This is an optimization exercise on Yosys and OpenROAD, whose aim is small area, not a production implementation.
RTL that was checked went through simulation tests only; none was proved equivalent to the original.
Power figures rest on the tool's default switching activity, not on a simulated workload.

==> run H <==
==> flow/design.v (excerpt) <==
module PROCESSOR(input reset, clk, input [31:0] instr, output [31:0] pc,
                 output zero_flag, output [31:0] Write_data);
export LEC_CHECK = 0
export CAP_MARGIN = 20
export CORE_MARGIN = 2
export CORE_UTILIZATION = 45
export CTS_BUF_LIST = sky130_fd_sc_hd__clkbuf_8 sky130_fd_sc_hd__clkbuf_16
export CTS_CLUSTER_DIAMETER = 80
export CTS_CLUSTER_SIZE = 25
export SETUP_SLACK_MARGIN = 0.2
export SLEW_MARGIN = 20
create_clock -name core_clock -period 21.0 [get_ports {clk}]
standard.sh (not shown) runs the stock make flow with config.mk's settings and CLKGATE_MAP_FILE= SYNTH_SCRIPT=/design/flow/synth_recipe.tcl, a recipe that flattens the netlist after the stock synthesis.
==> flow/flow/run.sh <==
#!/bin/bash
# The standard layout flow with one change to synthesis: the design's c_<gate> leaf modules
# are mapped one-to-one onto the library cells of the same function (flow/map_cells.tcl, run as
# ORFS's SYNTH_CANONICALIZE_TCL hook) instead of being flattened and re-mapped by ABC.
set -euo pipefail
bash standard.sh SYNTH_CANONICALIZE_TCL="$PWD/flow/map_cells.tcl" finish > standard_flow.log 2>&1
==> flow/flow/map_cells.tcl <==
# Map the design's c_<gate> leaf modules one-to-one onto the sky130_fd_sc_hd cells of the same
# function and pin names, so that synthesis keeps them as they are.
foreach {c lib} {
  a222oi a222oi_1  a22oi a22oi_1  a21oi a21oi_1  o21ai o21ai_0
  nand2 nand2_1  nand3 nand3_1  nand4 nand4_1  nor2 nor2_1  nor3 nor3_1  nor4 nor4_1
  inv inv_1  xor2 xor2_1  xnor2 xnor2_1  mux2 mux2_1  mux2i mux2i_1  mux4 mux4_2
  fa fa_1  ha ha_1
} {
  yosys chtype -map c_$c sky130_fd_sc_hd__$lib
}
yosys hierarchy -top $::env(DESIGN_NAME)
==> run X: changes against run H <==
--- a/flow/design.v
+++ b/flow/design.v
@@ -3,14 +3,12 @@
 reg [4:0] pcq;
 always @(posedge clk or posedge reset)
     if (reset) pcq <= 5'd0;
     else if (pcq >= 5'd21) pcq <= 5'd0;
     else pcq <= pcq + 5'd1;
 assign pc = {25'b0, pcq, 2'b00};
-wire [31:0] A, B, Ap, P, L;
-wire [31:0] resn;
 wire [6:0] opcode = instr[6:0];
 wire [4:0] rd  = instr[11:7];
 wire [2:0] f3  = instr[14:12];
 wire [4:0] rs1 = instr[19:15];
 wire [4:0] rs2 = instr[24:20];
 wire [6:0] f7  = instr[31:25];
@@ -44,47 +42,40 @@
 wire opLogic = tXor | tAnd | tOr | rNand | rNor;
 wire opCmp = opSlt | opSgt;
 wire opShift = opShl | opShr;
 wire opAddLike = ~(opMul | opShift | opLogic);
 wire yEn  = opAddLike & (isR | isI);
 wire yInv = opSub | opCmp;
-wire shBig = |B[31:5];
-wire selP = ~(opShr | opLogic | opCmp | (opShl & shBig));
-wire selR = opShr & ~shBig;
+wire selP = ~(opShr | opLogic | opCmp);
+wire selR = opShr;
 wire selL = opLogic;
 wire [3:0] lut = tXor  ? 4'b0110 :
                  tAnd  ? 4'b1000 :
                  tOr   ? 4'b1110 :
                  rNand ? 4'b0111 : 4'b0001;
 wire [31:0] we = 32'd1 << rd;
 reg [31:0] valid;
 always @(posedge clk or posedge reset)
     if (reset) valid <= 32'd0;
     else valid <= valid | we;
-wire [3:0] aLo = 4'd1 << rs1[1:0];
-wire [7:0] aHi = 8'd1 << rs1[4:2];
-wire [3:0] bLo = 4'd1 << rs2[1:0];
-wire [7:0] bHi = 8'd1 << rs2[4:2];
-wire [7:0] bHiR = bHi & {8{isR}};
-wire [31:0] decA, decB, selA, selB;
-genvar gr;
-generate for (gr = 0; gr < 32; gr = gr + 1) begin : dec
-    assign decA[gr] = aLo[gr % 4] & aHi[gr / 4];
-    assign decB[gr] = bLo[gr % 4] & bHi[gr / 4];
-    assign selA[gr] = aLo[gr % 4] & aHi[gr / 4] & valid[gr];
-    assign selB[gr] = bLo[gr % 4] & bHiR[gr / 4] & valid[gr];
-end endgenerate
+wire [31:0] decA = 32'd1 << rs1;
+wire [31:0] decB = 32'd1 << rs2;
+wire [31:0] selA = decA & valid;
+wire [31:0] selB = decB & valid & {32{isR}};
 wire invA = |(decA & ~valid);
 wire invB = isR & (|(decB & ~valid));
 wire invAn = ~invA;
 wire invBn = ~invB;
 wire notR = ~isR;
 wire [4:0] rs1n = ~rs1;
 wire [4:0] rs2n = ~rs2;
 wire [31:0] immn = ~imm;
+wire [31:0] A, B, Ap, P, L;
+wire [31:0] resn;
 wire [4:0] sh = B[4:0];
+wire shBig = |B[31:5];
 wire [15:0] one, two, m1, rg, rp;
 wire [16:0] rc;
 genvar gj;
 generate for (gj = 0; gj < 16; gj = gj + 1) begin : rec
     assign rg[gj] = B[2*gj+1] & B[2*gj];
     assign rp[gj] = B[2*gj+1] & ~B[2*gj];
@@ -173,13 +164,13 @@
 generate for (gj = 0; gj < 16; gj = gj + 1) begin : rdig
     wire [1:0] v = B[2*gj+1:2*gj];
     wire c = rc[gj];
     wire e1 = (v == 2'd1 & ~c) | (v == 2'd0 & c);
     wire e2 = (v == 2'd2 & ~c) | (v == 2'd1 & c);
     wire e3 = (v == 2'd3 & ~c) | (v == 2'd2 & c);
-    wire shRow = opShift & (sh[4:1] == gj);
+    wire shRow = opShift & ~shBig & (sh[4:1] == gj);
     assign one[gj] = (opMul & e1) | (shRow & ~sh[0]) | ((gj == 0) & opAddLike);
     assign two[gj] = (opMul & e2) | (shRow & sh[0]);
     assign m1[gj] = opMul & e3;
 end endgenerate
 wire [31:0] Apn = ~Ap;
 wire [15:0] m1n = ~m1;
@@ -3812,14 +3803,13 @@
 wire zeroP = ~|P;
 wire cmp = opSlt ? borrow : (~borrow & ~zeroP);
 assign resn[0] = ~((selP & P[0]) | (selR & P[31]) | (selL & L[0]) | (opCmp & cmp));
 reg [31:0] wdn;
 always @(posedge clk) wdn <= resn;
 assign Write_data = ~(wdn | {32{reset}});
-wire zeroL = ~|L;
-assign zero_flag = reset | ((selP | selR) & zeroP) | (selL & zeroL) | (opCmp & ~cmp) | (opShift & shBig);
+assign zero_flag = reset | (&resn);
 endmodule
 module c_a222oi(input A1, A2, B1, B2, C1, C2, output Y);
 assign Y = ~((A1&A2)|(B1&B2)|(C1&C2));
 endmodule
 module c_a22oi(input A1, A2, B1, B2, output Y);
 assign Y = ~((A1&A2)|(B1&B2));
==> flow/config.mk (replaced) <==
export PLATFORM = sky130hd
export DESIGN_NAME = PROCESSOR
export DESIGN_NICKNAME = PROCESSOR
export VERILOG_FILES = /design/flow/design.v
export SDC_FILE = /design/flow/constraint.sdc
export NUM_CORES = 8
export LEC_CHECK = 0
export CAP_MARGIN = 20
export CORE_MARGIN = 2
export CORE_UTILIZATION = 50
export SETUP_SLACK_MARGIN = 0.2
export SLEW_MARGIN = 20
==> qor summary <==
Global Route met1 Usage: run X 55.6%; run H 48.1%
Clock Pin Slew Worst Setup and Hold Paths: run X 60 ps; run H 90 ps
Mapped Area: run X 56200 µm²; run H 56300 µm²
Tot Pwr: run X 6.98 mW; run H 4.92 mW
Multiplexer share of the synthesized area: run X 2.16%; run H 2.58%
Number of multi-input logic gates: run X 2466; run H 2446
Comb pwr share: run X 29.1%; run H 21.6%
Floorplan die height: run X 339 µm; run H 358 µm
Final Hold Slack: run X 507 ps; run H 512 ps
Routed via count: run X 47547; run H 46132
Run status: run X timing/DRC/antenna clean; run H timing/DRC/antenna clean
Horizontal die dimension: run X 339 µm; run H 358 µm
Post-Place Cells: run X 5631; run H 5683
Final WL: run X 245000 µm; run H 235000 µm
Met3 Usage GRT: run X 14.6%; run H 11.3%
Capture point of the worst reg-to-reg path: run X q9[0]; run H q8[31]
For run X, only the layout was checked, not whether the RTL still works.

[port drivers added, routing unchanged]
The flow's constraints put no driver on any port. The routed layouts listed below were extracted and timed again, unchanged, in two steps.
Step 1 assumes that a clkbuf_16 drives the clock port and a buf_2 every other input.
Step 2 also shifts input and output timing later by t, the mid clock arrival at the registers, as if the neighbouring blocks saw the same clock.
Slacks: ideal ports / drivers / drivers and shift; pairs: ideal ports / drivers.
| run | t (ns) | slack for setup (ns) | worst hold slack (ns) | worst setup path at the end | cell pins on the clock port's net |
|---|---|---|---|---|---|
| run H | 0.780 | 0.507 / 0.480 / 0.480 | 0.512 / 0.512 / 0.512 | input to output | 1 |
| run X | 0.792 | 0.318 / 0.288 / 0.288 | 0.507 / 0.507 / 0.507 | input to output | 1 |
After both steps setup and hold are still met in every run listed. The setup slack of run X, which loses most, moves by -0.030 ns with the drivers and by -0.030 ns with both steps.
